Source: an optimization exercise on an open RTL-to-GDS flow (aim: small area, a short achievable clock period and few clock cycles per item). Production flows keep margins and buffers that such runs may drop. Function was not checked in any run shown here: the RTL went through the layout flow alone. No activity file was given, so power comes from the tool's default toggle rates.

<file path="design/flow/design.v">
`resetall
`timescale 1ns/10ps
module ECC_ENC_DEC
#(
parameter DATA_WIDTH = 32,
parameter AMBA_ADDR_WIDTH = 20,
parameter AMBA_WORD = 32
)
(
input wire clk,
input wire rst,
input wire [AMBA_ADDR_WIDTH-1:0] PADDR,
input wire [AMBA_WORD-1:0] PWDATA,
input wire PENABLE,
           PSEL,
           PWRITE,
output reg [AMBA_WORD-1:0] PRDATA,
output reg [DATA_WIDTH-1:0] data_out,
output reg operation_done,
output reg [1:0] num_of_errors
);
reg [31:0] CTRL_REG, DATA_IN_REG, CODEWORD_WIDTH_REG, NOISE_REG;
wire wr = PSEL & PENABLE & PWRITE;
always @(posedge clk or negedge rst) begin : regs
  if (!rst) begin
    CTRL_REG <= 32'd0; DATA_IN_REG <= 32'd0; CODEWORD_WIDTH_REG <= 32'd0; NOISE_REG <= 32'd0;
  end else if (wr) begin
    case (PADDR[3:2])
      2'b00: CTRL_REG <= PWDATA;
      2'b01: DATA_IN_REG <= PWDATA;
      2'b10: CODEWORD_WIDTH_REG <= PWDATA;
      default: NOISE_REG <= PWDATA;
    endcase
  end
end
always @(posedge clk or negedge rst) begin : done_reg
  if (!rst) operation_done <= 1'b0;
  else operation_done <= wr & (PADDR[3:2] == 2'b00);
end
always @(posedge clk) begin : rd
  case (PADDR[3:2])
    2'b00: PRDATA <= CTRL_REG;
    2'b01: PRDATA <= DATA_IN_REG;
    2'b10: PRDATA <= CODEWORD_WIDTH_REG;
    default: PRDATA <= NOISE_REG;
  endcase
end
wire wS = ~CODEWORD_WIDTH_REG[1] & ~CODEWORD_WIDTH_REG[0];
wire wM = ~CODEWORD_WIDTH_REG[1] &  CODEWORD_WIDTH_REG[0];
wire wL =  CODEWORD_WIDTH_REG[1];
wire [31:0] D = DATA_IN_REG;
wire [31:0] N = NOISE_REG;
wire ea0 = D[0];
wire eb0 = D[0];
wire eg0 = ea0;
wire ee0 = D[0];
wire ea1 = (D[1] ^ D[3]);
wire eb1 = (D[2] ^ D[3]);
wire eg1 = (ea1 ^ D[2]);
wire ee1 = (D[1] ^ D[2]);
wire ea2 = (D[4] ^ D[6]);
wire eb2 = (D[5] ^ D[6]);
wire eg2 = (ea2 ^ D[5]);
wire ee2 = (D[4] ^ D[5]);
wire ea3 = (D[8] ^ D[10]);
wire eb3 = (D[9] ^ D[10]);
wire eg3 = ((ea3 ^ D[9]) ^ D[7]);
wire ee3 = (D[7] ^ D[10]);
wire ea4 = (D[11] ^ D[13]);
wire eb4 = (D[12] ^ D[13]);
wire eg4 = (ea4 ^ D[12]);
wire ee4 = (D[11] ^ D[12]);
wire ea5 = (D[15] ^ D[17]);
wire eb5 = (D[16] ^ D[17]);
wire eg5 = ((ea5 ^ D[16]) ^ D[14]);
wire ee5 = (D[14] ^ D[17]);
wire ea6 = (D[19] ^ D[21]);
wire eb6 = (D[20] ^ D[21]);
wire eg6 = ((ea6 ^ D[20]) ^ D[18]);
wire ee6 = (D[18] ^ D[21]);
wire ea7 = (D[23] ^ D[25]);
wire eb7 = (D[24] ^ D[25]);
wire eg7 = ((ea7 ^ D[24]) ^ D[22]);
wire ee7 = (D[23] ^ D[24]);
wire eS0 = (ea0 ^ ea1);
wire eM0 = eS0 ^ (ea2 ^ ea3);
wire eL0 = eM0 ^ ((ea4 ^ ea5) ^ (ea6 ^ ea7));
wire eS1 = (eb0 ^ eb1);
wire eM1 = eS1 ^ (eb2 ^ eb3);
wire eL1 = eM1 ^ ((eb4 ^ eb5) ^ (eb6 ^ eb7));
wire eS2 = eg1;
wire eM2 = eS2 ^ eg3;
wire eL2 = eM2 ^ (eg5 ^ eg7);
wire eS3 = 1'b0;
wire eM3 = eS3 ^ (eg2 ^ eg3);
wire eL3 = eM3 ^ (eg6 ^ eg7);
wire eS4 = 1'b0;
wire eM4 = eS4 ^ 1'b0;
wire eL4 = eM4 ^ ((eg4 ^ eg5) ^ (eg6 ^ eg7));
wire pS = (ee0 ^ ee1);
wire pM = pS ^ (ee2 ^ ee3);
wire pL = pM ^ ((ee4 ^ ee5) ^ (ee6 ^ ee7));
wire [4:0] encC = wS ? {2'b00, eS2, eS1, eS0} : wM ? {1'b0, eM3, eM2, eM1, eM0} : {eL4, eL3, eL2, eL1, eL0};
wire encP = wS ? pS : wM ? pM : pL;
wire Dx0 = (wS & D[4]) | (wM & D[5]) | (wL & D[6]);
wire Dx1 = (wS & D[5]) | (wM & D[6]) | (wL & D[7]);
wire Dx2 = (wS & D[6]) | (wM & D[7]) | (wL & D[8]);
wire Dx3 = (wS & D[7]) | (wM & D[8]) | (wL & D[9]);
wire Dx4 = (wM & D[9]) | (wL & D[10]);
wire Dx5 = (wM & D[10]) | (wL & D[11]);
wire Dx6 = (wM & D[11]) | (wL & D[12]);
wire Dx7 = (wM & D[12]) | (wL & D[13]);
wire Dx8 = (wM & D[13]) | (wL & D[14]);
wire Dx9 = (wM & D[14]) | (wL & D[15]);
wire Dx10 = (wM & D[15]) | (wL & D[16]);
wire Dx11 = (wL & D[17]);
wire Dx12 = (wL & D[18]);
wire Dx13 = (wL & D[19]);
wire Dx14 = (wL & D[20]);
wire Dx15 = (wL & D[21]);
wire Dx16 = (wL & D[22]);
wire Dx17 = (wL & D[23]);
wire Dx18 = (wL & D[24]);
wire Dx19 = (wL & D[25]);
wire Dx20 = (wL & D[26]);
wire Dx21 = (wL & D[27]);
wire Dx22 = (wL & D[28]);
wire Dx23 = (wL & D[29]);
wire Dx24 = (wL & D[30]);
wire Dx25 = (wL & D[31]);
wire da0 = Dx0;
wire db0 = Dx0;
wire dg0 = da0;
wire de0 = Dx0;
wire da1 = (Dx1 ^ Dx3);
wire db1 = (Dx2 ^ Dx3);
wire dg1 = (da1 ^ Dx2);
wire de1 = (Dx1 ^ Dx2);
wire da2 = (Dx4 ^ Dx6);
wire db2 = (Dx5 ^ Dx6);
wire dg2 = (da2 ^ Dx5);
wire de2 = (Dx4 ^ Dx5);
wire da3 = (Dx8 ^ Dx10);
wire db3 = (Dx9 ^ Dx10);
wire dg3 = ((da3 ^ Dx9) ^ Dx7);
wire de3 = (Dx7 ^ Dx10);
wire da4 = (Dx11 ^ Dx13);
wire db4 = (Dx12 ^ Dx13);
wire dg4 = (da4 ^ Dx12);
wire de4 = (Dx11 ^ Dx12);
wire da5 = (Dx15 ^ Dx17);
wire db5 = (Dx16 ^ Dx17);
wire dg5 = ((da5 ^ Dx16) ^ Dx14);
wire de5 = (Dx14 ^ Dx17);
wire da6 = (Dx19 ^ Dx21);
wire db6 = (Dx20 ^ Dx21);
wire dg6 = ((da6 ^ Dx20) ^ Dx18);
wire de6 = (Dx18 ^ Dx21);
wire da7 = (Dx23 ^ Dx25);
wire db7 = (Dx24 ^ Dx25);
wire dg7 = ((da7 ^ Dx24) ^ Dx22);
wire de7 = (Dx23 ^ Dx24);
wire sD0 = (((da0 ^ da1) ^ (da2 ^ da3)) ^ ((da4 ^ da5) ^ (da6 ^ da7))) ^ D[0];
wire sD1 = (((db0 ^ db1) ^ (db2 ^ db3)) ^ ((db4 ^ db5) ^ (db6 ^ db7))) ^ D[1];
wire sD2 = ((dg1 ^ dg3) ^ (dg5 ^ dg7)) ^ D[2];
wire sD3 = ((dg2 ^ dg3) ^ (dg6 ^ dg7)) ^ (~wS & D[3]);
wire sD4 = ((dg4 ^ dg5) ^ (dg6 ^ dg7)) ^ (wL & D[4]);
wire parD = ((((dg0 ^ dg1) ^ (dg2 ^ dg3)) ^ ((dg4 ^ dg5) ^ (dg6 ^ dg7))) ^ (((D[0] ^ D[1]) ^ (D[2] ^ D[3])) ^ ((~wS & D[4]) ^ (wL & D[5]))));
wire [4:0] synD = {sD4, sD3, sD2, sD1, sD0};
wire Nx0 = (wS & N[4]) | (wM & N[5]) | (wL & N[6]);
wire Nx1 = (wS & N[5]) | (wM & N[6]) | (wL & N[7]);
wire Nx2 = (wS & N[6]) | (wM & N[7]) | (wL & N[8]);
wire Nx3 = (wS & N[7]) | (wM & N[8]) | (wL & N[9]);
wire Nx4 = (wM & N[9]) | (wL & N[10]);
wire Nx5 = (wM & N[10]) | (wL & N[11]);
wire Nx6 = (wM & N[11]) | (wL & N[12]);
wire Nx7 = (wM & N[12]) | (wL & N[13]);
wire Nx8 = (wM & N[13]) | (wL & N[14]);
wire Nx9 = (wM & N[14]) | (wL & N[15]);
wire Nx10 = (wM & N[15]) | (wL & N[16]);
wire Nx11 = (wL & N[17]);
wire Nx12 = (wL & N[18]);
wire Nx13 = (wL & N[19]);
wire Nx14 = (wL & N[20]);
wire Nx15 = (wL & N[21]);
wire Nx16 = (wL & N[22]);
wire Nx17 = (wL & N[23]);
wire Nx18 = (wL & N[24]);
wire Nx19 = (wL & N[25]);
wire Nx20 = (wL & N[26]);
wire Nx21 = (wL & N[27]);
wire Nx22 = (wL & N[28]);
wire Nx23 = (wL & N[29]);
wire Nx24 = (wL & N[30]);
wire Nx25 = (wL & N[31]);
wire na0 = Nx0;
wire nb0 = Nx0;
wire ng0 = na0;
wire ne0 = Nx0;
wire na1 = (Nx1 ^ Nx3);
wire nb1 = (Nx2 ^ Nx3);
wire ng1 = (na1 ^ Nx2);
wire ne1 = (Nx1 ^ Nx2);
wire na2 = (Nx4 ^ Nx6);
wire nb2 = (Nx5 ^ Nx6);
wire ng2 = (na2 ^ Nx5);
wire ne2 = (Nx4 ^ Nx5);
wire na3 = (Nx8 ^ Nx10);
wire nb3 = (Nx9 ^ Nx10);
wire ng3 = ((na3 ^ Nx9) ^ Nx7);
wire ne3 = (Nx7 ^ Nx10);
wire na4 = (Nx11 ^ Nx13);
wire nb4 = (Nx12 ^ Nx13);
wire ng4 = (na4 ^ Nx12);
wire ne4 = (Nx11 ^ Nx12);
wire na5 = (Nx15 ^ Nx17);
wire nb5 = (Nx16 ^ Nx17);
wire ng5 = ((na5 ^ Nx16) ^ Nx14);
wire ne5 = (Nx14 ^ Nx17);
wire na6 = (Nx19 ^ Nx21);
wire nb6 = (Nx20 ^ Nx21);
wire ng6 = ((na6 ^ Nx20) ^ Nx18);
wire ne6 = (Nx18 ^ Nx21);
wire na7 = (Nx23 ^ Nx25);
wire nb7 = (Nx24 ^ Nx25);
wire ng7 = ((na7 ^ Nx24) ^ Nx22);
wire ne7 = (Nx23 ^ Nx24);
wire sN0 = (((na0 ^ na1) ^ (na2 ^ na3)) ^ ((na4 ^ na5) ^ (na6 ^ na7))) ^ N[0];
wire sN1 = (((nb0 ^ nb1) ^ (nb2 ^ nb3)) ^ ((nb4 ^ nb5) ^ (nb6 ^ nb7))) ^ N[1];
wire sN2 = ((ng1 ^ ng3) ^ (ng5 ^ ng7)) ^ N[2];
wire sN3 = ((ng2 ^ ng3) ^ (ng6 ^ ng7)) ^ (~wS & N[3]);
wire sN4 = ((ng4 ^ ng5) ^ (ng6 ^ ng7)) ^ (wL & N[4]);
wire parN = ((((ng0 ^ ng1) ^ (ng2 ^ ng3)) ^ ((ng4 ^ ng5) ^ (ng6 ^ ng7))) ^ (((N[0] ^ N[1]) ^ (N[2] ^ N[3])) ^ ((~wS & N[4]) ^ (wL & N[5]))));
wire [4:0] synN = {sN4, sN3, sN2, sN1, sN0};
reg [4:0] sD, sN, cE;
reg pD, pN, pE;
reg [1:0] mode;
always @(posedge clk) begin : stage1
  sD <= synD; pD <= parD;
  sN <= synN; pN <= parN;
  cE <= encC; pE <= encP;
  mode <= PWDATA[1:0];    
end
wire m_dec = ~mode[1] & mode[0];
wire m_fc  =  mode[1];
wire [4:0] s = ({5{m_dec}} & sD) | ({5{m_fc}} & sN);
wire p = (m_dec & pD) | (m_fc & pN);
wire [1:0] nof = {~p & (|s), p};
wire [25:0] f;
wire [4:0] fc;
wire f0 = p & (s == 5'd0);
assign f[0] = p & (s == 5'd3);
assign f[1] = p & (s == 5'd5);
assign f[2] = p & (s == 5'd6);
assign f[3] = p & (s == 5'd7);
assign f[4] = p & (s == 5'd9);
assign f[5] = p & (s == 5'd10);
assign f[6] = p & (s == 5'd11);
assign f[7] = p & (s == 5'd12);
assign f[8] = p & (s == 5'd13);
assign f[9] = p & (s == 5'd14);
assign f[10] = p & (s == 5'd15);
assign f[11] = p & (s == 5'd17);
assign f[12] = p & (s == 5'd18);
assign f[13] = p & (s == 5'd19);
assign f[14] = p & (s == 5'd20);
assign f[15] = p & (s == 5'd21);
assign f[16] = p & (s == 5'd22);
assign f[17] = p & (s == 5'd23);
assign f[18] = p & (s == 5'd24);
assign f[19] = p & (s == 5'd25);
assign f[20] = p & (s == 5'd26);
assign f[21] = p & (s == 5'd27);
assign f[22] = p & (s == 5'd28);
assign f[23] = p & (s == 5'd29);
assign f[24] = p & (s == 5'd30);
assign f[25] = p & (s == 5'd31);
assign fc[0] = p & (s == 5'd1);
assign fc[1] = p & (s == 5'd2);
assign fc[2] = p & (s == 5'd4);
assign fc[3] = p & (s == 5'd8);
assign fc[4] = p & (s == 5'd16);
wire [25:0] g = (D[25:0] & {26{~m_dec}}) ^ f;
wire [4:0] lo = (cE & {5{~m_dec}}) ^ fc;
wire pb = (pE & ~m_dec) ^ f0;
wire [31:0] nmask = wS ? 32'h000000ff : wM ? 32'h0000ffff : 32'hffffffff;
wire [31:0] t = (({32{m_dec}} & D) | ({32{m_fc}} & N)) & nmask;
wire [31:0] cw = wS ? {24'd0, g[3:0], pb, lo[2:0]} : wM ? {16'd0, g[10:0], pb, lo[3:0]} : {g, pb, lo};
always @(posedge clk) begin : stage2
  data_out <= cw ^ t;
  num_of_errors <= nof;
end
endmodule
</file>
<file path="design/flow/flow/run.sh">
#!/bin/bash
# The standard layout (standard.sh), with the port buffers made from buf_1 cells
# instead of the delay cell that buffer_ports picks by default.
set -euo pipefail
export BUFFER_PORTS_ARGS="-buffer_cell sky130_fd_sc_hd__buf_1"
bash standard.sh > standard.log 2>&1
</file>
<file path="design/flow/standard.sh">
#!/bin/bash
# synth_recipe.tcl (not shown) runs the flow's synth.tcl, then flattens the netlist and writes it again
# the make line also repeats each setting of config.mk as NAME=value (left out here)
make -C /OpenROAD-flow-scripts/flow DESIGN_CONFIG=/design/flow/config.mk WORK_HOME=/design/flow/orfs CLKGATE_MAP_FILE= SYNTH_SCRIPT=/design/flow/synth_recipe.tcl "${@:-finish}"
</file>
<file path="design/flow/config.mk">
export PLATFORM = sky130hd
export DESIGN_NAME = ECC_ENC_DEC
export DESIGN_NICKNAME = ECC_ENC_DEC
export VERILOG_FILES = /design/flow/design.v
export SDC_FILE = /design/flow/constraint.sdc
export NUM_CORES = 4
export LEC_CHECK = 0
export CAP_MARGIN = 20
export CORE_MARGIN = 2
export CORE_UTILIZATION = 40
export SETUP_SLACK_MARGIN = 3.0
export SLEW_MARGIN = 20
</file>
<file path="design/flow/constraint.sdc">
create_clock -name core_clock -period 5.0 [get_ports {clk}]
set_input_delay 1.0000 -clock core_clock [delete_from_list [all_inputs] [get_ports {clk}]]
set_output_delay 1.0000 -clock core_clock [all_outputs]
set_load 0.01 [all_outputs]
</file>
==> results of run 1 <==
[through the flow]
| stage | hold slack, ps | utilization, % |
|---|---|---|
| CTS | 505.9 | 48.40 |
| floorplan | 475.1 | - |
| finish | 500.6 | 49.66 |
| global route | 523.5 | 49.66 |
| global placement | 483.2 | 43.46 |
| detailed placement | 489.6 | 43.46 |
[final cells by class]
| type | count | area, µm² |
|---|---|---|
| clock buffers | 34 | 740.7 |
| clock inverters | 11 | 121.4 |
| fillers | 2530 | 13990 |
| inverters | 2 | 23.77 |
| multi-input cells | 668 | 6449 |
| flip-flops and latches | 215 | 4987 |
| well taps | 378 | 473.0 |
| repair buffers | 159 | 983.4 |
| repair inverters | 2 | 17.52 |
[worst max-delay path by stage]
| stage | start | endpoint |
|---|---|---|
| floorplan | PADDR[2] | CODEWORD_WIDTH_REG[10]$_DFFE_PN0P_ |
| global placement | CODEWORD_WIDTH_REG[0]$_DFFE_PN0P_ | pD$_DFF_P_ |
| detailed placement | CODEWORD_WIDTH_REG[0]$_DFFE_PN0P_ | pD$_DFF_P_ |
| CTS | CODEWORD_WIDTH_REG[1]$_DFFE_PN0P_ | pN$_DFF_P_ |
| global route | CODEWORD_WIDTH_REG[0]$_DFFE_PN0P_ | pN$_DFF_P_ |
| finish | CODEWORD_WIDTH_REG[1]$_DFFE_PN0P_ | pN$_DFF_P_ |
[per-layer routing]
layer	vias up	share of wire (%)	global-route usage (%)
li1	3592	-	-
met1	3901	47	29.43
met2	222	45	30.70
met3	52	6.0	3.342
met4	2	2.3	5.773
met5	-	0.044	0
[critical path: cells and delay by family (launching register included)]
kind | cells | cell delay, ps
buffers and inverters | 2 | 300
DFF | 1 | 510
muxes | 1 | 230
xor gates and xnor gates | 4 | 1040
[sequential cells by signal, indices dropped and copies added, names as in the netlist, 32 cells and up]
register	count
CODEWORD_WIDTH_REG	32
CTRL_REG	32
DATA_IN_REG	32
NOISE_REG	32
PRDATA	32
data_out	32
[layout by cell type, fill, tap and decap left out, drive strengths merged, types with 19 or more instances in the layout]
cell,Yosys,layout
dfxtp,86,86
mux4,32,32
dfrtp,129,129
a21oi,41,41
xnor2,161,161
a22oi,34,34
buf,31,123
clkbuf,50,70
xor2,66,66
nor2b,19,19
mux2,133,133
nand2,43,43
[repair_timing]
item,4_1_cts,5_1_grt
gates cloned,2,0
setup endpoints to repair,218,103
gates resized for setup,82,80
pin swaps,17,18
setup buffers,25,17
[logic make-up after synthesis]
family	count (synthesis)	share of synthesized area, %
and+or+nand+nor	131	6.214
buffers and inverters	83	3.046
AOI/OAI and AO/OA	129	7.554
DFF	215	43.82
xor gates and xnor gates	232	18.75
muxes	176	20.61
[power groups by stage]
stage	logic [W]	clock network (W)	registers, W
5_1_grt	0.00444	0.00199	0.00286
2_1_floorplan	0.00306	0	0.00260
6_report	0.00415	0.00188	0.00280
3_5_place_dp	0.00373	0	0.00281
4_1_cts	0.00400	0.00192	0.00278
3_3_place_gp	0.00370	0	0.00280
==> impl_results.md, run 1 <==
- Post-Route WL: 29660 µm
- Most used flip-flop cell after synthesis: dfrtp_1
- Via count: between 7000 and 8000
- Worst setup SP type: register
- CP Data Required Time: ~5400 ps
- Max VDD drop: 0.0002933 V
- CTS Buffer Depth: 3
- Cells on worst reg2reg path: 7
- Pint: 0.005602 W
- Hold_buf cts: 0
- Sw frac: approximately 36%
- Worst reg2reg startpoint: CODEWORD_WIDTH_REG[1]$_DFFE_PN0P_
- Syn Area/Cell: 11.69 µm²
- Pre-CTS setup slack: 2091 ps
- Final ANT Viol Nets: 0
- Hold Path Stages: 1
- Synth cell count leaders: 159 x xnor2_1, 133 x mux2_2, 129 x dfrtp_1
- Final net count: about 1100
- Total Power: ~0.009 W
- Dpl hpwl: between 20000 and 25000 µm
- Seq cells post-synth: around 220
- Residual DRC count: 0
- Grt ovf: 0
- Min-Delay Endpoint: CODEWORD_WIDTH_REG[30]$_DFFE_PN0P_
- Post-layout min period: approximately 2200 ps
- EDFF count, synth: 0
- PortBufs: approximately 110
- DIE AREA: 29600 µm²
- Clock transition at path regs: 60 ps
- Post-Synthesis Cell Area: 11300 µm²
- Cell Chain, Critical Path: buf_12 > inv_16 > mux2i_2 > xnor2_1 > xnor2_1 > xnor3_1 > xor3_1
- GR Util All Layers: 20.10%
- Pin count of the biggest net entering global routing: 69
- FF-to-FF setup slack: 2780 ps
- First-pass GRT wire length: 45240 µm
- Clock buffer count from CTS: 25
- Yosys top cell area share: 28.58%
- Worst hold path type: reg -> reg
- Drt pass-1 iters: 7
- Layout Area Growth over Synthesis: 22.13%
- RSZ-0062 raised after global routing: yes
- H-tree Lvls: 1
- CP most frequent cell: xnor2_1
- Net Sw Power: 0.003215 W
- Register area share after synthesis: 43.82%
- Clock power share: 21.3%
- Final setup viols: 0
- Tcrit/Tclk final: 44.41%
- Slew margin rel.: 34.67%
- Core Box Area: ~28000 µm²
- RePlAce Congestion: approximately 0.91
- Crit Path Max Fanout: 25
- Layout Cells excl Fill: about 1500
- Cell area after layout: about 14000 µm²
- Max_cap viols: 0
- Placed Area: roughly 12000 µm²
- Vias in the first global route: 7638
- Post-DR wirelength/cell: slightly above 20 µm
- Post-DR vias/cell: 5.289
- Largest area contributor in the netlist: dfrtp_1
- Slew @ Worst Pin: slightly below 1000 ps
- CTS tree: built
- Max Fclk: 450.3 MHz
- Die W: between 150 and 200 µm
- Reg power frac: 31.7%
- Clock Latency Late Sink: 520 ps
- Post-synth cell types: 47
- Dominant cells by area after synthesis: dfrtp_1 29%, dfxtp_1 15%, mux2_2 13%
- Starting Density: 40.66%
- Clock Sinks: 215
- Crit Reg-Reg Endpoint: pN$_DFF_P_
- Final hold vios: 0
- Count leader, synth: xnor2_1
- Slowest stage delay, CP: a little over 500 ps
- Final-report max-slew violation count: 0
- Fraction of final layout cells sized beyond drive strength 1: 37.49%
- Pwr Density: 639.1 nW/µm²
- Fraction of registers with async set or reset after synthesis: 60.00%
- Leakage: 5.584 nW
- # IOs: about 120
- Rows: 61
- Hold Startpoint: CODEWORD_WIDTH_REG[30]$_DFFE_PN0P_
- Antenna violations before repair: 1
- Combinational share of power: a little under half
- DP Cell Count: 1380
- Setup crit end kind: register
- YS warnings: 1
- Status: timing/DRC/antenna clean
- Final TNS setup: 0 ps
- Root buffer cell: clkbuf_16
- # diodes: 0
- Initial DRC count: roughly 490
- Final worst slack: around 2800 ps
- Setup Skew: 8.593 ps
- Die Height: 172.0 µm
- Synthesized Nets: 1023
- Critical Path Slowest Stage Cell: dfrtp_4
- Crit path kind: reg -> reg
- Mapped Cells: about 970
- Critical path arrival: 2600 ps
==> inputs of run 2 (changes only) <==
--- a/design/flow/config.mk
+++ b/design/flow/config.mk
@@ -8,5 +8,7 @@
 export CAP_MARGIN = 20
 export CORE_MARGIN = 2
 export CORE_UTILIZATION = 40
+export CTS_CLUSTER_DIAMETER = 100
+export CTS_CLUSTER_SIZE = 25
 export SETUP_SLACK_MARGIN = 3.0
 export SLEW_MARGIN = 20
==> run 2 against run 1 <==
Net effect: still clean on timing, DRC and antenna; sequential share of layout area up 1.1 points; die area stayed put; flip-flop and latch count stayed put; final area is 2.9% lower; clock power down 43%; core utilization fell by 1.5 points; combinational power increased by 2%; count of clock-buffer cells in the layout decreased by 15; non-clock buffer count rose by 10; sequential power hardly changed; cell count shrank 1.0%; first-iteration DRC count grew 2.7%; critical endpoint unchanged; largest power group unchanged; highest routed layer unchanged.
==> impl_results.md, run 2 <==
- Worst hold path type: reg -> reg
- Count leader, synth: xnor2_1
- RePlAce Congestion: 0.9083
- Synth cell count leaders: 159 x xnor2_1, 133 x mux2_2, 129 x dfrtp_1
- FF-to-FF setup slack: approximately 2800 ps
- Die Height: 172.0 µm
- H-tree Lvls: 1
- Most used flip-flop cell after synthesis: dfrtp_1
- Commonest cells after routing, fill and taps aside: 140 x xnor2_1, 120 x mux2_2, 113 x dfrtp_1, 78 x dfxtp_1, 59 x buf_1
- Rows: 61
- Final net count: 1127
- Worst path bufs/invs: 0
- Max_cap viols: 0
- Critical Path Slowest Stage Cell: dfrtp_4
- Final TNS setup: 0 ps
- Antenna violations before repair: 2
- Largest area contributor in the netlist: dfrtp_1
- Root buffer cell: clkbuf_16
- Die W: 172.0 µm
- Max Fclk: roughly 460 MHz
- PortBufs: roughly 110
- Dpl hpwl: 20150 µm
- Cell Chain, Critical Path: mux2_4 > mux2i_4 > xnor2_2 > xnor2_1 > xnor3_1 > xor3_1
- Crit Reg-Reg Endpoint: pN$_DFF_P_
- Max VDD drop: 0.0002594 V
- Post-Route WL: around 30000 µm
- Seq cells post-synth: 215
- Final setup viols: 0
- YS warnings: 1
- Crit Path Max Fanout: 7
- FF/Latch Area: 4990 µm²
- Synthesized Nets: 1023
- RSZ-0062 raised after global routing: yes
- Critical path arrival: 2520 ps
- Clock Latency Late Sink: around 490 ps
- Status: timing/DRC/antenna clean
- # IOs: 124
- Starting Density: 40.66%
- Layout Area Growth over Synthesis: 18.53%
- Clock buffer count from CTS: 12
- Core Box Area: around 28000 µm²
- Yosys top cell area share: between 20 and 30%
- Register area share after synthesis: a little over two fifths
- Hold_buf cts: 0
- Tcrit/Tclk final: 43.43%
- Slew margin rel.: ~34%
- Leakage: 5.334 nW
- Clock Sinks: 215
- Worst reg2reg startpoint: CODEWORD_WIDTH_REG[0]$_DFFE_PN0P_
- Post-DR wirelength/cell: between 20 and 25 µm
- Pin count of the biggest net entering global routing: 69
- Final hold vios: 0
- Post-synth cell types: 47
- Slew @ Worst Pin: around 980 ps
- EDFF count, synth: 0
- # diodes: 0
- Setup crit start: CODEWORD_WIDTH_REG[0]$_DFFE_PN0P_
- Worst setup SP type: register
- DIE AREA: 29600 µm²
- Most common cell after layout, fill and taps aside: xnor2_1
- Setup Skew: between 15 and 20 ps
- Clock transition at path regs: 100 ps
- Mapped Cells: 966
- Slowest stage delay, CP: between 500 and 600 ps
- CTS tree: built
- Vias in the first global route: 7513
- Fraction of registers with async set or reset after synthesis: 60.00%
- CP Data Required Time: 5350 ps
- Multi-input gate area: 6489 µm²
- Via count: 7716
- Grt ovf: 0
- Post-Synthesis Cell Area: 11300 µm²
- Final ANT Viol Nets: 0
- Post-layout min period: 2172 ps
- Crit path kind: reg -> reg
- Fill count: ~2600
- GR Util All Layers: approximately 20%
- CP endpoint: pN$_DFF_P_
- Setup crit end kind: register
- Dominant cells by area after synthesis: dfrtp_1 29%, dfxtp_1 15%, mux2_2 13%
- Drt pass-1 iters: 5
- Syn Area/Cell: 11.69 µm²
- Hold_ws: 508.4 ps
- Pwr Density: 606.0 nW/µm²
- Residual DRC count: 0
- Cells on worst reg2reg path: 6
- Post-DR vias/cell: 5.307
- CTS Buffer Depth: 3
- Initial DRC count: 502
- Levels on crit path: 6
- Crit path max-delay family: XOR/XNOR gates
- First-pass GRT wire length: around 45000 µm
- Fraction of final layout cells sized beyond drive strength 1: 35.50%
- Final-report max-slew violation count: 0
## run 2: cell families (layout without fill, tap and decap cells)
logic type / after synthesis / count (layout) / share of synthesized area (%)
buf+inv: 83 / 193 / 3.046
compound gates: 129 / 129 / 7.554
simple gates: 131 / 131 / 6.214
xor+xnor: 232 / 232 / 18.75
mux: 176 / 176 / 20.61
flops: 215 / 215 / 43.82
## run 2: layer usage
layer | GRT usage, % | wire (µm) | vias up
li1 | - | - | 3586
met2 | 30.99 | 13570 | 232
met3 | 3.296 | 1944 | 19
met4 | 4.202 | 344 | 2
met5 | 0 | 13 | -
met1 | 29.47 | 13740 | 3877
## run 2: area by class of cell
cell class,instances,share of cell area [%]
inverters,2,0.1776
multi-input cells,668,48.46
repair buffers,169,7.747
flip-flops and latches,215,37.27
well taps,378,3.532
repair inverters,2,0.1308
clock inverters,1,0.08410
clock buffers,19,2.598
## run 2: worst min-delay path by stage
stage	endpoint	slack [ps]	start	depth (start not counted)
6_report	CODEWORD_WIDTH_REG[30]$_DFFE_PN0P_	510	CODEWORD_WIDTH_REG[30]$_DFFE_PN0P_	1
5_1_grt	CTRL_REG[20]$_DFFE_PN0P_	530	CTRL_REG[20]$_DFFE_PN0P_	1
4_1_cts	CODEWORD_WIDTH_REG[30]$_DFFE_PN0P_	510	CODEWORD_WIDTH_REG[30]$_DFFE_PN0P_	1
3_5_place_dp	CTRL_REG[5]$_DFFE_PN0P_	490	CTRL_REG[5]$_DFFE_PN0P_	1
3_3_place_gp	CODEWORD_WIDTH_REG[31]$_DFFE_PN0P_	480	CODEWORD_WIDTH_REG[31]$_DFFE_PN0P_	1
2_1_floorplan	CODEWORD_WIDTH_REG[30]$_DFFE_PN0P_	480	CODEWORD_WIDTH_REG[30]$_DFFE_PN0P_	1
## run 2: through the flow
step / instance area [µm²] / total power [W] / cells / util (%) / setup WS [ps]
3_5_place_dp: 12070 / 0.006546 / 1380 / 43.46 / 2091
4_1_cts: 12890 / 0.007879 / 1427 / 46.41 / 2837
3_3_place_gp: 12070 / 0.006505 / 1380 / 43.46 / 2116
5_1_grt: 13390 / 0.008584 / 1454 / 48.19 / 2793
6_report: 13390 / 0.008114 / 1454 / 48.19 / 2828
2_1_floorplan: 11550 / 0.005659 / 966 / - / 2881
## run 2: what timing repair did
action,4_1_cts,5_1_grt
resized for setup,59,89
setup buffers,25,26
setup endpoints to repair,198,100
pin swaps,16,25
gates cloned,2,1
## run 2: report_power, final
group	internal (W)	leakage (nW)	total, W	switching (W)
clock network	0.000491	0.173	0.00107	0.000579
logic	0.00226	2.87	0.00425	0.00199
registers	0.00226	2.29	0.00279	0.000530
==> inputs of run 3 (changes only) <==
==> design/flow/flow/run.sh (replaced) <==
#!/bin/bash
# The standard layout (standard.sh), with the port buffers made from buf_1 cells
# instead of the delay cell that buffer_ports picks by default, and a clock tree with
# larger sink clusters and without dummy loads.
set -euo pipefail
export BUFFER_PORTS_ARGS="-buffer_cell sky130_fd_sc_hd__buf_1"
export CTS_ARGS="-sink_clustering_enable -repair_clock_nets -dont_use_dummy_load -sink_clustering_size 25 -sink_clustering_max_diameter 100"
bash standard.sh > standard.log 2>&1
--- a/design/flow/config.mk
+++ b/design/flow/config.mk
@@ -8,7 +8,5 @@
 export CAP_MARGIN = 20
 export CORE_MARGIN = 2
 export CORE_UTILIZATION = 40
-export CTS_CLUSTER_DIAMETER = 100
-export CTS_CLUSTER_SIZE = 25
 export SETUP_SLACK_MARGIN = 3.0
 export SLEW_MARGIN = 20
==> run 3 against run 2 <==
Net effect: count of clock-buffer cells in the layout down 7; sequential share of layout area down 0.078 points; non-clock buffer count up 4; largest power group unchanged.
==> impl_results.md, run 3 <==
- Via count: slightly below 8000
- Cell Chain, Critical Path: mux2_4 > mux2i_2 > xnor2_1 > xnor2_1 > xnor3_1 > xor3_1
- Dpl hpwl: 20150 µm
- Status: timing/DRC/antenna clean
- CTS Buffer Depth: 3
- Crit path kind: reg -> reg
- Rows: 61
- Dominant cells by area after synthesis: dfrtp_1 29%, dfxtp_1 15%, mux2_2 13%
- Post-DR vias/cell: approximately 5.3
- Final hold vios: 0
- Mapped Cells: 966
- EDFF count, synth: 0
- Cell area after layout: 13400 µm²
- Core Box Area: 27780 µm²
- Synth cell count leaders: 159 x xnor2_1, 133 x mux2_2, 129 x dfrtp_1
- Clock transition at path regs: approximately 100 ps
- Hold Startpoint: CODEWORD_WIDTH_REG[21]$_DFFE_PN0P_
- Worst path bufs/invs: 0
- PortBufs: 105
- Final-report max-slew violation count: 0
- Drt pass-1 iters: 9
- Most common cell after layout, fill and taps aside: xnor2_1
- Worst setup SP type: register
- Antenna violations before repair: 1
- # IOs: 124
- Fraction of final layout cells sized beyond drive strength 1: 34.51%
- Post-Synthesis Cell Area: 11300 µm²
- CP most frequent cell: xnor2_1
- Post-layout min period: between 2000 and 2500 ps
- GR Util All Layers: 20.08%
- Vias in the first global route: 7542
- RSZ-0062 raised after global routing: yes
- Final worst slack: 2790 ps
- Worst hold path type: reg -> reg
- Die Height: 172.0 µm
- Pwr Density: 597.8 nW/µm²
- Pin count of the biggest net entering global routing: 69
- Layout Area Growth over Synthesis: 18.63%
- CTS tree: built
- Initial DRC count: 520
- Post-DR wirelength/cell: 20.64 µm
- Yosys top cell area share: 28.58%
- Slowest stage delay, CP: 560 ps
- Post-synth cell types: 47
- Max Fclk: between 400 and 500 MHz
- Max VDD drop: 0.0002406 V
- Final ANT Viol Nets: 0
- DP Cell Count: approximately 1400
- Final setup viols: 0
- CP Data Required Time: 5350 ps
- Fill count: 2584
- Slew margin rel.: about a third
- Leakage: 5.302 nW
- Critical path arrival: 2560 ps
- Most used flip-flop cell after synthesis: dfrtp_1
- Pre-CTS setup slack: 2091 ps
- Root buffer cell: clkbuf_16
- YS warnings: 1
- Max_cap viols: 0
- Residual DRC count: 0
- Setup Skew: 28.37 ps
- Starting Density: about 40%
- Seq cells post-synth: about 220
- H-tree Lvls: 1
- Tcrit/Tclk final: between 40% and 50%
- RePlAce Congestion: approximately 0.91
- DIE AREA: 29600 µm²
- Synthesized Nets: 1023
- Hold_ws: 508.1 ps
- Register area share after synthesis: 43.82%
- Crit path max-delay family: XOR/XNOR gates
- Placed Area: 12070 µm²
- Final TNS setup: 0 ps
- Die W: 172.0 µm
- Count leader, synth: xnor2_1
- First-pass GRT wire length: 45190 µm
- Crit Path Max Fanout: 7
- Largest area contributor in the netlist: dfrtp_1
- Clock Latency Late Sink: 490 ps
- Clock buffer count from CTS: 12
- # diodes: 0
- Grt ovf: 0
- Setup crit start: CODEWORD_WIDTH_REG[0]$_DFFE_PN0P_
- Syn Area/Cell: 11.69 µm²
- Hold_buf cts: 0
- Layout Cells excl Fill: approximately 1500
- Critical Path Slowest Stage Cell: dfrtp_4
- Worst reg2reg startpoint: CODEWORD_WIDTH_REG[0]$_DFFE_PN0P_
- Commonest cells after routing, fill and taps aside: 143 x xnor2_1, 120 x mux2_2, 116 x dfrtp_1, 80 x dfxtp_1, 73 x buf_1
- Clock Sinks: ~220
- Final net count: 1131
- Slew @ Worst Pin: between 900 and 1000 ps
- Post-Route WL: 29930 µm
- Setup crit end kind: register
- Fraction of registers with async set or reset after synthesis: 60.00%
run 3: path summary, 6_finish.rpt:
kind / to / slack (ps) / depth (start not counted)
min: CODEWORD_WIDTH_REG[21]$_DFFE_PN0P_ / 510 / 1
max: pN$_DFF_P_ / 2790 / 6
max in group asynchronous: DATA_IN_REG[5]$_DFFE_PN0P_ / 3390 / 2
min in group asynchronous: CODEWORD_WIDTH_REG[30]$_DFFE_PN0P_ / 700 / 1
min reg2reg: CODEWORD_WIDTH_REG[21]$_DFFE_PN0P_ / 510 / 1
max reg2reg: pN$_DFF_P_ / 2790 / 6
run 3: final cells by class:
cell class	count	area [µm²]	area share [%]
multi-input combinational	668	6516	48.63
clock buffer	12	300.3	2.241
timing repair buffer	173	1086	8.105
sequential	215	4984	37.19
inverter	2	23.77	0.1774
timing repair inverter	2	17.52	0.1307
tap	378	473.0	3.529
run 3: per-layer routing:
metal  up-vias  share of wire (%)  global-route usage (%)
li1       3579                  -                       -
met1      3915                 47                   29.44
met2       226                 46                   31.08
met3        35                6.3                   3.456
met4         2                1.6                   4.640
met5         -              0.043                       0
run 3: cell families after synthesis:
family,Yosys count,share of synthesized area (%)
and+or+nand+nor,131,6.214
AOI/OAI and AO/OA,129,7.554
muxes,176,20.61
DFF,215,43.82
buffers and inverters,83,3.046
xor gates and xnor gates,232,18.75
run 3: power by group:
part	internal [W]	total [W]	switching [W]
clock	0.000433	0.000984	0.000551
combinational	0.00224	0.00423	0.00200
sequential	0.00226	0.00279	0.000534
total	0.00493	0.00801	0.00308
run 3: repair_timing:
item,4_1_cts,5_1_grt
gates cloned,3,0
pin swaps,21,29
resized for setup,60,82
endpoints found under the setup margin,198,109
buffers inserted,30,25
endpoints found under the hold margin,0,0
run 3: stage by stage:
stage          utilization (%)  total power [W]
6_report                 48.23         0.008011
5_1_grt                  48.23         0.008473
4_1_cts                  46.56         0.007834
3_5_place_dp             43.46         0.006546
3_3_place_gp             43.46         0.006505
2_1_floorplan                -         0.005659
==> inputs of run 4 (changes only) <==
--- a/design/flow/design.v
+++ b/design/flow/design.v
@@ -165,7 +165,8 @@
 wire sD2 = ((dg1 ^ dg3) ^ (dg5 ^ dg7)) ^ D[2];
 wire sD3 = ((dg2 ^ dg3) ^ (dg6 ^ dg7)) ^ (~wS & D[3]);
 wire sD4 = ((dg4 ^ dg5) ^ (dg6 ^ dg7)) ^ (wL & D[4]);
-wire parD = ((((dg0 ^ dg1) ^ (dg2 ^ dg3)) ^ ((dg4 ^ dg5) ^ (dg6 ^ dg7))) ^ (((D[0] ^ D[1]) ^ (D[2] ^ D[3])) ^ ((~wS & D[4]) ^ (wL & D[5]))));
+wire parDa = (((dg0 ^ dg1) ^ (dg2 ^ dg3)) ^ ((D[0] ^ D[1]) ^ (D[2] ^ D[3])));
+wire parDb = (((dg4 ^ dg5) ^ (dg6 ^ dg7)) ^ ((~wS & D[4]) ^ (wL & D[5])));
 wire [4:0] synD = {sD4, sD3, sD2, sD1, sD0};
 wire Nx0 = (wS & N[4]) | (wM & N[5]) | (wL & N[6]);
 wire Nx1 = (wS & N[5]) | (wM & N[6]) | (wL & N[7]);
@@ -230,21 +231,22 @@
 wire sN2 = ((ng1 ^ ng3) ^ (ng5 ^ ng7)) ^ N[2];
 wire sN3 = ((ng2 ^ ng3) ^ (ng6 ^ ng7)) ^ (~wS & N[3]);
 wire sN4 = ((ng4 ^ ng5) ^ (ng6 ^ ng7)) ^ (wL & N[4]);
-wire parN = ((((ng0 ^ ng1) ^ (ng2 ^ ng3)) ^ ((ng4 ^ ng5) ^ (ng6 ^ ng7))) ^ (((N[0] ^ N[1]) ^ (N[2] ^ N[3])) ^ ((~wS & N[4]) ^ (wL & N[5]))));
+wire parNa = (((ng0 ^ ng1) ^ (ng2 ^ ng3)) ^ ((N[0] ^ N[1]) ^ (N[2] ^ N[3])));
+wire parNb = (((ng4 ^ ng5) ^ (ng6 ^ ng7)) ^ ((~wS & N[4]) ^ (wL & N[5])));
 wire [4:0] synN = {sN4, sN3, sN2, sN1, sN0};
 reg [4:0] sD, sN, cE;
-reg pD, pN, pE;
+reg pDa, pDb, pNa, pNb, pE;
 reg [1:0] mode;
 always @(posedge clk) begin : stage1
-  sD <= synD; pD <= parD;
-  sN <= synN; pN <= parN;
+  sD <= synD; pDa <= parDa; pDb <= parDb;
+  sN <= synN; pNa <= parNa; pNb <= parNb;
   cE <= encC; pE <= encP;
   mode <= PWDATA[1:0];    
 end
 wire m_dec = ~mode[1] & mode[0];
 wire m_fc  =  mode[1];
 wire [4:0] s = ({5{m_dec}} & sD) | ({5{m_fc}} & sN);
-wire p = (m_dec & pD) | (m_fc & pN);
+wire p = (m_dec & (pDa ^ pDb)) | (m_fc & (pNa ^ pNb));
 wire [1:0] nof = {~p & (|s), p};
 wire [25:0] f;
 wire [4:0] fc;
==> design/flow/flow/run.sh (replaced) <==
#!/bin/bash
# The standard layout (standard.sh), with the port buffers made from buf_1 cells
# instead of the delay cell that buffer_ports picks by default.
set -euo pipefail
export BUFFER_PORTS_ARGS="-buffer_cell sky130_fd_sc_hd__buf_1"
bash standard.sh > standard.log 2>&1
--- a/design/flow/config.mk
+++ b/design/flow/config.mk
@@ -8,5 +8,7 @@
 export CAP_MARGIN = 20
 export CORE_MARGIN = 2
 export CORE_UTILIZATION = 40
+export CTS_CLUSTER_DIAMETER = 100
+export CTS_CLUSTER_SIZE = 25
 export SETUP_SLACK_MARGIN = 3.0
 export SLEW_MARGIN = 20
==> run 4 against run 3 <==
Net effect: fmax grew 3.1%; worst setup slack gained 66 ps; register-to-register slack gained 70 ps; wire length shrank 1.5%; final area grew 0.34%; critical endpoint is now data_out[7]$_DFF_P_; cell count shrank 1.4%; sequential share of layout area grew 0.077 points; global-route usage grew 0.38 points; clock skew grew 2.5 ps.
==> impl_results.md, run 4 <==
- FF/Latch Area: between 5000 and 6000 µm²
- GR Util All Layers: 20.46%
- RSZ-0062 raised after global routing: yes
- Multi-input gate area: ~6600 µm²
- Status: timing/DRC/antenna clean
- Commonest cells after routing, fill and taps aside: 151 x xnor2_1, 131 x mux2_2, 119 x dfrtp_1, 85 x dfxtp_1, 65 x buf_1
- First-pass GRT wire length: approximately 46000 µm
- Fraction of registers with async set or reset after synthesis: between 50 and 60%
- EDFF count, synth: 0
- Most common cell after layout, fill and taps aside: xnor2_1
- Cell Chain, Critical Path: buf_6 > and4bb_2 > o221ai_4 > o31a_1 > or2_1 > a222oi_1 > xor2_1
- Slew @ Worst Pin: 751.4 ps
- Synthesized Nets: a little over 1000
- Final ANT Viol Nets: 0
- Final setup viols: 0
- Starting Density: ~40%
- H-tree Lvls: 1
- Initial DRC count: 473
- Rows: 61
- Die Height: 172.1 µm
- Pin count of the biggest net entering global routing: 54
- DP Cell Count: 1369
- Post-DR wirelength/cell: slightly above 20 µm
- Root buffer cell: clkbuf_16
- Hold Path Stages: 1
- Dominant cells by area after synthesis: dfrtp_1 29%, dfxtp_1 16%, xnor2_1 13%
- Crit path max-delay family: compound AO/OA/AOI/OAI gates
- Setup crit end kind: register
- Syn Area/Cell: 11.87 µm²
- Max_cap viols: 0
- CP Data Required Time: 5430 ps
- Grt ovf: 0
- Final TNS setup: 0 ps
- Critical Path Slowest Stage Cell: dfxtp_4
- DIE AREA: ~30000 µm²
- Setup Skew: 30.89 ps
- Slew margin rel.: 49.91%
- YS warnings: 1
- Crit Path Max Fanout: 6
- M2 GR Usage: 31.78%
- # diodes: 0
- Mapped Cells: 952
- Final net count: 1104
- Post-Synthesis Cell Area: 11300 µm²
- Core Box Area: 27780 µm²
- Leakage: 5.209 nW
- Largest area contributor in the netlist: dfrtp_1
- Via count: 7683
- Max Fclk: 466.4 MHz
- GR met1 Demand/Resource: 30.13%
- Vias in the first global route: 7653
- Layout Cells excl Fill: 1430
- Worst hold path type: reg -> reg
- Fraction of final layout cells sized beyond drive strength 1: 35.27%
- Levels on crit path: 7
- Post-DR vias/cell: roughly 5.4
- Total Power: 0.007977 W
- Worst path bufs/invs: 1
- Residual DRC count: 0
- Drt pass-1 iters: 7
- Synth cell count leaders: 173 x xnor2_1, 131 x mux2_2, 129 x dfrtp_1
- Cells on worst reg2reg path: 7
- Final hold vios: 0
- PortBufs: 105
- Layout Area Growth over Synthesis: 18.95%
- Antenna violations before repair: 2
- Clock transition at path regs: ~100 ps
- Yosys top cell area share: 28.56%
- Post-Route WL: 29490 µm
- Count leader, synth: xnor2_1
- Post-layout min period: 2144 ps
- CTS tree: built
- Pwr Density: 593.2 nW/µm²
- Fill count: roughly 2600
- GRT met3 Usage: under 10%
- Dpl hpwl: 19610 µm
- GRT busiest layer: met2
- Hold_buf cts: 0
- Seq cells post-synth: 217
- Critical path arrival: around 2600 ps
- Tcrit/Tclk final: 42.89%
- Slowest stage delay, CP: approximately 400 ps
- Clock Latency Late Sink: 490 ps
- Register area share after synthesis: about 44%
- Final core occ: 48.40%
- Clock Sinks: 217
- Crit path kind: reg -> reg
- Most used flip-flop cell after synthesis: dfrtp_1
- # IOs: 124
- CTS Buffer Depth: 3
- RePlAce Congestion: 0.8462
- Post-synth cell types: 65
- Die W: 172.1 µm
- Clock buffer count from CTS: 12
- Final-report max-slew violation count: 0
- Max VDD drop: 0.0002498 V
- Worst setup SP type: register
-- run 4: cells by family after synthesis --
| group | after synthesis | synth area share [%] |
|---|---|---|
| XOR/XNOR | 233 | 18.31 |
| flip-flops | 217 | 44.14 |
| AO/OA/AOI/OAI | 125 | 7.803 |
| multiplexers | 173 | 20.31 |
| buffers and inverters | 84 | 3.154 |
| AND/OR/NAND/NOR | 120 | 6.287 |
-- run 4: timing repair --
action                                  4_1_cts  5_1_grt
pin swaps                                    26       22
gates cloned                                  4        0
setup buffers                                29        9
endpoints found under the setup margin      198      181
gates resized for setup                      82       82
-- run 4: power breakdown --
| part | internal, W | total (W) | switching (W) |
|---|---|---|---|
| registers | 0.00227 | 0.00280 | 0.000527 |
| clock network | 0.000484 | 0.00107 | 0.000584 |
| logic | 0.00209 | 0.00411 | 0.00202 |
-- run 4: worst paths after layout --
check / endpoint / slack, ps / start
setup / recovery: data_out[7]$_DFF_P_ / 2860 / mode[1]$_DFF_P_
hold / removal: CODEWORD_WIDTH_REG[13]$_DFFE_PN0P_ / 510 / CODEWORD_WIDTH_REG[13]$_DFFE_PN0P_
setup reg to reg: data_out[7]$_DFF_P_ / 2860 / mode[1]$_DFF_P_
hold reg to reg: CODEWORD_WIDTH_REG[13]$_DFFE_PN0P_ / 510 / CODEWORD_WIDTH_REG[13]$_DFFE_PN0P_
max in group asynchronous: DATA_IN_REG[9]$_DFFE_PN0P_ / 3340 / rst
min in group asynchronous: NOISE_REG[23]$_DFFE_PN0P_ / 600 / rst
-- run 4: cell type report --
cell class              instances  area share, %
repair buffers                160          7.639
well taps                     378          3.517
inverters                       3         0.1489
clock inverters                 2        0.08374
flip-flops and latches        217          37.27
repair inverters                1        0.03722
clock buffers                  17          2.531
multi-input cells             652          48.78
-- run 4: per-stage QoR --
stage	area [µm²]	hold slack [ps]	setup slack [ps]
CTS	13070	511.8	2900
global placement	11980	481.9	1952
finish	13450	510.2	2856
floorplan	11430	473.9	2900
detailed placement	11980	489.5	1958
global route	13450	523.9	2789
-- run 4: layer usage --
layer  up-vias  part of all wire, %
met5         -                0.092
met2       213                   46
met4         4                  2.2
met3        39                  5.3
met1      3898                   47
li1       3529                    -
==> inputs of run 5 (changes only) <==
--- a/design/flow/config.mk
+++ b/design/flow/config.mk
@@ -10,5 +10,5 @@
 export CORE_UTILIZATION = 40
 export CTS_CLUSTER_DIAMETER = 100
 export CTS_CLUSTER_SIZE = 25
-export SETUP_SLACK_MARGIN = 3.0
+export SETUP_SLACK_MARGIN = 2.95
 export SLEW_MARGIN = 20
==> run 5 against run 4 <==
Net effect: wire length decreased by 2.8%; fmax increased by 1.1%; clock power about the same; worst hold slack got worse by 5.5 ps; worst setup slack improved by 23 ps; critical path type unchanged.
==> impl_results.md, run 5 <==
- RSZ-0062 raised after global routing: yes
- Root buffer cell: clkbuf_16
- Mapped Cells: about 950
- Post-layout min period: 2121 ps
- Layout Area Growth over Synthesis: 16.63%
- DIE AREA: 29620 µm²
- Post-Synthesis Cell Area: approximately 11000 µm²
- Clock buffer count from CTS: 13
- Largest area contributor in the netlist: dfrtp_1
- Fraction of registers with async set or reset after synthesis: 59.45%
- First-pass GRT wire length: 44470 µm
- Antenna violations before repair: 0
- Combinational share of power: approximately 50%
- Status: timing/DRC/antenna clean
- # IOs: roughly 120
- Crit path kind: reg -> reg
- Syn Area/Cell: ~12 µm²
- Pwr Density: 595.5 nW/µm²
- Grt ovf: 0
- Synthesized Nets: roughly 1000
- Final-report max-slew violation count: 0
- Crit Reg-Reg Endpoint: data_out[5]$_DFF_P_
- Via count: 7590
- Total Power: 0.007852 W
- Die Height: ~170 µm
- Final ANT Viol Nets: 0
- YS warnings: 1
- Max VDD drop: 0.0002803 V
- Placed Area: 12000 µm²
- Drt pass-1 iters: 5
- Leakage: 5.027 nW
- Dominant cells by area after synthesis: dfrtp_1 29%, dfxtp_1 16%, xnor2_1 13%
- Vias in the first global route: 7445
- Crit Path Max Fanout: 8
- Setup crit start: mode[0]$_DFF_P_
- Final net count: 1102
- Pint: 0.004771 W
- Max_cap viols: 0
- Count leader, synth: xnor2_1
- Hold Path Stages: 1
- Worst reg2reg startpoint: mode[0]$_DFF_P_
- # diodes: 0
- Initial DRC count: between 400 and 500
- Most common cell after layout, fill and taps aside: xnor2_1
- Fill count: 2575
- PortBufs: 105
- Commonest cells after routing, fill and taps aside: 156 x xnor2_1, 131 x mux2_2, 118 x dfrtp_1, 102 x buf_1, 86 x dfxtp_1
- Post-Route WL: approximately 29000 µm
- Final hold vios: 0
- Cells on worst reg2reg path: 7
- CTS tree: built
- Residual DRC count: 0
- Fraction of final layout cells sized beyond drive strength 1: between 30% and 40%
- Starting Density: slightly above 40%
- Clock transition at path regs: 100 ps
- Most used flip-flop cell after synthesis: dfrtp_1
- Slew @ Worst Pin: 758.6 ps
- Rows: 61
- Clock power share: 14.0%
- Core Box Area: approximately 28000 µm²
- Synth cell count leaders: 173 x xnor2_1, 131 x mux2_2, 129 x dfrtp_1
- Cell area after layout: approximately 13000 µm²
- Min-Delay Endpoint: CODEWORD_WIDTH_REG[31]$_DFFE_PN0P_
- Post-DR wirelength/cell: 20.08 µm
- Clock Latency Late Sink: slightly below 500 ps
- Slew margin rel.: approximately half
- Final setup viols: 0
- Clock Sinks: 217
- Die W: 172.1 µm
- Post-DR vias/cell: 5.315
- Setup Skew: 32.38 ps
- Worst hold path type: reg -> reg
- Max Fclk: approximately 470 MHz
- RePlAce Congestion: 0.8184
- Seq cells post-synth: 217
- Register area share after synthesis: 44.14%
- Sw frac: 39.24%
- Net Sw Power: about 0.003 W
- Worst setup SP type: register
- Tcrit/Tclk final: between 40 and 50%
- Yosys top cell area share: 28.56%
- GR Util All Layers: 19.71%
- FF-to-FF setup slack: approximately 2900 ps
- Setup crit end kind: register
- EDFF count, synth: 0
- Pin count of the biggest net entering global routing: 130
- Hold Startpoint: CODEWORD_WIDTH_REG[31]$_DFFE_PN0P_
- Critical path arrival: 2490 ps
- CTS Buffer Depth: 3
- Dpl hpwl: ~20000 µm
- Final TNS setup: 0 ps
- Reg power frac: between 30 and 40%
- Hold_buf cts: 0
- CP Data Required Time: 5370 ps
- H-tree Lvls: 1
- Post-synth cell types: 65
-- run 5: layer usage --
layer / GRT usage [%] / share of wire [%] / vias to the layer above
met5: 0 / 0 / -
met2: 30.84 / 46 / 207
met1: 29.29 / 47 / 3807
met4: 4.531 / 1.7 / 0
li1: - / - / 3542
met3: 2.358 / 5.6 / 34
-- run 5: critical path, stage by stage (launching register included) --
cell	delay [ps]
dfxtp_4	430
buf_12	120
nor2b_4	220
a32oi_2	260
a2111o_1	390
a31o_2	250
o22a_1	170
xor2_1	140
-- run 5: how the worst max path moves through the flow --
| stage | end | slack (ps) | cells after the start |
|---|---|---|---|
| after CTS | data_out[5]$_DFF_P_ | 2890 | 7 |
| after global placement | CODEWORD_WIDTH_REG[24]$_DFFE_PN0P_ | 1810 | 4 |
| after global routing | data_out[4]$_DFF_P_ | 2810 | 7 |
| final | data_out[5]$_DFF_P_ | 2880 | 7 |
| after floorplan | DATA_IN_REG[10]$_DFFE_PN0P_ | 2900 | 4 |
| after detailed placement | CODEWORD_WIDTH_REG[27]$_DFFE_PN0P_ | 1780 | 4 |
-- run 5: cell families (layout without fill, tap and decap cells) --
family          after synthesis  in the layout  synth area share (%)
mux                         173            173                 20.31
buf+inv                      84            180                 3.154
xor+xnor                    233            233                 18.31
compound gates              125            127                 7.803
flops                       217            217                 44.14
simple gates                120            120                 6.287
-- run 5: through the flow --
step / setup slack (ps) / hold WS, ps / utilization [%] / instances
2_1_floorplan: 2900 / 473.9 / - / 952
3_3_place_gp: 1811 / 481.2 / 43.19 / 1369
3_5_place_dp: 1783 / 487.2 / 43.19 / 1369
4_1_cts: 2895 / 504.6 / 46.53 / 1416
5_1_grt: 2812 / 526.3 / 47.46 / 1428
6_report: 2879 / 504.7 / 47.46 / 1428
-- run 5: what timing repair did --
| item | CTS | global route |
|---|---|---|
| pin swaps | 21 | 17 |
| buffers inserted | 24 | 11 |
| setup endpoints to repair | 193 | 68 |
| resized for setup | 63 | 35 |
| gates cloned | 3 | 1 |
-- run 5: area by class of cell --
| cell class | count | area (µm²) | share of cell area (%) |
|---|---|---|---|
| sequential | 217 | 5014 | 38.02 |
| tap | 378 | 473.0 | 3.587 |
| timing repair buffer | 157 | 944.7 | 7.165 |
| multi-input combinational | 653 | 6367 | 48.29 |
| clock inverter | 4 | 38.79 | 0.2942 |
| clock buffer | 16 | 336.6 | 2.553 |
| inverter | 3 | 11.26 | 0.08541 |
-- run 5: power by group through the flow --
stage | Sequential (W) | Combinational [W] | Clock, W
floorplan | 0.00260 | 0.00290 | 0
global placement | 0.00280 | 0.00352 | 0
detailed placement | 0.00282 | 0.00356 | 0
CTS | 0.00280 | 0.00380 | 0.00115
global route | 0.00288 | 0.00424 | 0.00121
finish | 0.00280 | 0.00396 | 0.00110
==> inputs of run 6 (changes only) <==
==> design/flow/flow/run.sh (replaced) <==
#!/bin/bash
# The standard layout (standard.sh), with two changes to the cells it may use:
#  - the port buffers are buf_1 cells instead of the delay cell buffer_ports picks by default;
#  - the 3-input XOR/XNOR cells are added to the platform's don't-use list, so that
#    synthesis and repair build the parity trees from 2-input XOR/XNOR cells.
set -euo pipefail
export BUFFER_PORTS_ARGS="-buffer_cell sky130_fd_sc_hd__buf_1"
DU=$(make -s -C "$FLOW_HOME" DESIGN_CONFIG="$PWD/config.mk" WORK_HOME="$PWD/orfs" print-DONT_USE_CELLS 2> print.log | sed -n 's/^DONT_USE_CELLS: //p')
[ -n "$DU" ]
DU="$DU sky130_fd_sc_hd__xnor3_1 sky130_fd_sc_hd__xnor3_2 sky130_fd_sc_hd__xnor3_4 sky130_fd_sc_hd__xor3_1 sky130_fd_sc_hd__xor3_2 sky130_fd_sc_hd__xor3_4"
echo "DONT_USE_CELLS=$DU" > dont_use.txt
bash standard.sh DONT_USE_CELLS="$DU" finish > standard.log 2>&1
==> run 6 against run 5 <==
Net effect: final area is 1.4% higher; still clean; count of clock-buffer cells in the layout is 2 higher; largest power group unchanged; clock skew shrank 10 ps; synthesized area increased by 0.18%.
==> impl_results.md, run 6 <==
- Worst setup SP type: register
- Residual DRC count: 0
- Clock Latency Late Sink: approximately 480 ps
- Post-Synthesis Cell Area: 11320 µm²
- CP endpoint: data_out[6]$_DFF_P_
- FF-to-FF setup slack: 2830 ps
- Core Box Area: 27860 µm²
- Post-synth cell types: 64
- Die Height: roughly 170 µm
- Root buffer cell: clkbuf_16
- YS warnings: 1
- Worst reg2reg startpoint: mode[1]$_DFF_P_
- Drt pass-1 iters: 5
- Critical path arrival: 2570 ps
- Synth cell count leaders: 179 x xnor2_1, 133 x mux2_2, 129 x dfrtp_1
- Syn Area/Cell: 11.81 µm²
- Crit path kind: reg -> reg
- Final hold vios: 0
- Mux contribution to synthesized area: 20.38%
- Leakage: between 5 and 6 nW
- Cell area after layout: 13370 µm²
- Slowest stage delay, CP: 380 ps
- Largest area contributor in the netlist: dfrtp_1
- Register area share after synthesis: 44.06%
- Synth Area in Adders: 0%
- Total Power: between 0.007 and 0.008 W
- EDFF count, synth: 0
- Setup crit end kind: register
- CP Data Required Time: 5400 ps
- Slew @ Worst Pin: approximately 820 ps
- Max VDD drop: 0.0002911 V
- Synthesized Nets: 1016
- Compound-Gate Fraction of Synth Area: 7.590%
- Largest family of logic cells by synthesized area: multiplexers
- Max Fclk: 461.0 MHz
- Post-DR wirelength/cell: slightly above 20 µm
- Pin count of the biggest net entering global routing: 57
- RSZ-0062 raised after global routing: yes
- Setup crit start: mode[1]$_DFF_P_
- Final net count: 1113
- PortBufs: 105
- Final-report max-slew violation count: 0
- CTS tree: built
- Final ANT Viol Nets: 0
- Die W: 172.3 µm
- Simple-Gate Fraction of Synth Area: 6.519%
- Clock transition at path regs: around 100 ps
- Antenna violations before repair: 0
- Dominant cells by area after synthesis: dfrtp_1 29%, dfxtp_1 16%, xnor2_1 14%
- Rows: 61
- DIE AREA: 29670 µm²
- CTS Buffer Depth: 3
- Tcrit/Tclk final: a little over two fifths
- Status: timing/DRC/antenna clean
- H-tree Lvls: 1
- Via count: 7683
- Initial DRC count: 435
- Clock buffer count from CTS: 13
- Max_cap viols: 0
- Cells on worst reg2reg path: 8
- Pwr Density: 584.5 nW/µm²
- Final setup viols: 0
- GR Util All Layers: around 20%
- Post-Synth XOR/XNOR Area: 18.31%
- Placed Area: 12010 µm²
- Crit Reg-Reg Endpoint: data_out[6]$_DFF_P_
- Mapped Cells: 959
- Dpl hpwl: 19550 µm
- Cell Chain, Critical Path: buf_12 > and4bb_2 > o221ai_4 > o31a_1 > or2_1 > buf_4 > o221ai_2 > xor2_1
- Layout Area Growth over Synthesis: 18.10%
- Most common cell after layout, fill and taps aside: xnor2_1
- Setup Skew: 22.06 ps
- Yosys top cell area share: 28.51%
- Worst hold path type: reg -> reg
- Count leader, synth: xnor2_1
- Seq cells post-synth: 217
- Post-DR vias/cell: between 5 and 6
- Post-layout min period: approximately 2200 ps
- Fraction of registers with async set or reset after synthesis: 59.45%
- Grt ovf: 0
- Most used flip-flop cell after synthesis: dfrtp_1
- Slew margin rel.: 45.61%
- Post-Route WL: 29240 µm
- Crit Path Max Fanout: 17
- RePlAce Congestion: 0.8372
- Starting Density: 40.65%
- Commonest cells after routing, fill and taps aside: 172 x xnor2_1, 133 x mux2_2, 117 x dfrtp_1, 102 x buf_1, 86 x dfxtp_1
- Fraction of final layout cells sized beyond drive strength 1: 30.51%
- # diodes: 0
- Final TNS setup: 0 ps
- # IOs: 124
- Vias in the first global route: about 7500
- Critical Path Slowest Stage Cell: dfxtp_4
- First-pass GRT wire length: around 45000 µm
- Clock Sinks: ~220
-- run 6: changes by cell type after synthesis, moves of 2 or more --
cell / delta
a22o_1: -3
buf_1: +3
clkbuf_1: -2
mux2_2: +2
nand2_1: +2
nand4b_1: +3
nor2_1: +3
o21ai_0: -2
o21ai_1: +2
xnor2_1: +6
xor2_1: -3
-- run 6: through the flow --
step,util (%),setup slack [ps],instances,hold WS [ps]
6_report,48.01,2831,1440,508.8
4_1_cts,46.58,2831,1420,510.4
3_3_place_gp,43.10,1850,1376,481.7
5_1_grt,48.01,2782,1440,525.7
3_5_place_dp,43.10,1886,1376,487.8
2_1_floorplan,-,2900,959,473.9
-- run 6: cell type report --
| type | instances | area [µm²] |
|---|---|---|
| Clock inverter | 3 | 38.79 |
| Timing Repair Buffer | 162 | 1041 |
| Clock buffer | 18 | 344.1 |
| Tap cell | 378 | 473.0 |
| Inverter | 3 | 21.27 |
| Fill cell | 2497 | 14480 |
| Multi-Input combinational cell | 659 | 6441 |
| Sequential cell | 217 | 5015 |
-- run 6: kinds of logic after synthesis --
family	after synthesis
compound gates	122
xor+xnor	235
buf+inv	84
flops	217
mux	174
simple gates	127
-- run 6: layer usage --
layer  up-vias  routed length (µm)  track usage (%)
met5         -                   0                0
li1       3559                   -                -
met1      3893               13790            29.12
met3        29                1475            2.770
met2       202               13460            30.91
met4         0                 521            4.457
-- run 6: worst min-delay path by stage --
stage	endpoint	depth (start not counted)	slack, ps	startpoint
final	CODEWORD_WIDTH_REG[31]$_DFFE_PN0P_	1	510	CODEWORD_WIDTH_REG[31]$_DFFE_PN0P_
after global routing	CODEWORD_WIDTH_REG[29]$_DFFE_PN0P_	1	530	CODEWORD_WIDTH_REG[29]$_DFFE_PN0P_
after CTS	CODEWORD_WIDTH_REG[31]$_DFFE_PN0P_	1	510	CODEWORD_WIDTH_REG[31]$_DFFE_PN0P_
after detailed placement	CODEWORD_WIDTH_REG[31]$_DFFE_PN0P_	1	490	CODEWORD_WIDTH_REG[31]$_DFFE_PN0P_
after global placement	CODEWORD_WIDTH_REG[30]$_DFFE_PN0P_	1	480	CODEWORD_WIDTH_REG[30]$_DFFE_PN0P_
after floorplan	CODEWORD_WIDTH_REG[30]$_DFFE_PN0P_	1	470	CODEWORD_WIDTH_REG[30]$_DFFE_PN0P_
-- run 6: where the power goes --
group          internal (W)  switching [W]  leakage [nW]  total (W)
sequential          0.00227       0.000528          2.31    0.00280
combinational       0.00197        0.00194          2.53    0.00392
clock              0.000502       0.000601         0.185    0.00110
total               0.00474        0.00307          5.02    0.00782
-- run 6: repair_timing --
item,in CTS,in global routing
buffers inserted,19,19
pin swaps,16,27
cloned,4,1
resized for setup,68,41
endpoints found under the setup margin,162,67
hold buffers,0,0
-- run 6: critical path: cells and delay by family (launching register included) --
kind	cells	cell delay (ps)
buf+inv	2	290
compound gates	3	660
xor+xnor	1	160
simple gates	2	590
flops	1	380

## port drivers added, routing unchanged
How much do the figures lean on ideal ports? The routed layouts below were timed once more, with nothing changed but the port constraints.
Step 1, drivers: a clkbuf_16 drives clk and a buf_2 each remaining input, both assumed.
Step 2 adds t to the input delays and takes it off the output delays; t is the mean of the earliest and latest rising clock arrival at the registers after step 1. Input paths then give back, and output paths get back, about the clock's delay inside the block.
a / b / c = ideal / step 1 / step 2; a / b = the first two.
run	shift t [ns]	setup WS [ns]	worst setup path after step 2
run 1	0.564	2.779 / 2.779 / 2.529	input to register
run 2	0.530	2.828 / 2.828 / 2.534	input to register
run 3	0.522	2.790 / 2.790 / 2.550	input to register
run 4	0.523	2.856 / 2.856 / 2.541	input to register
run 5	0.524	2.879 / 2.879 / 2.520	input to register
run 6	0.514	2.831 / 2.831 / 2.470	input to register
After both steps setup and hold are still met in every run listed. The setup slack of run 6, which loses most, moves by 0.000 ns with the drivers and by -0.361 ns with both steps.
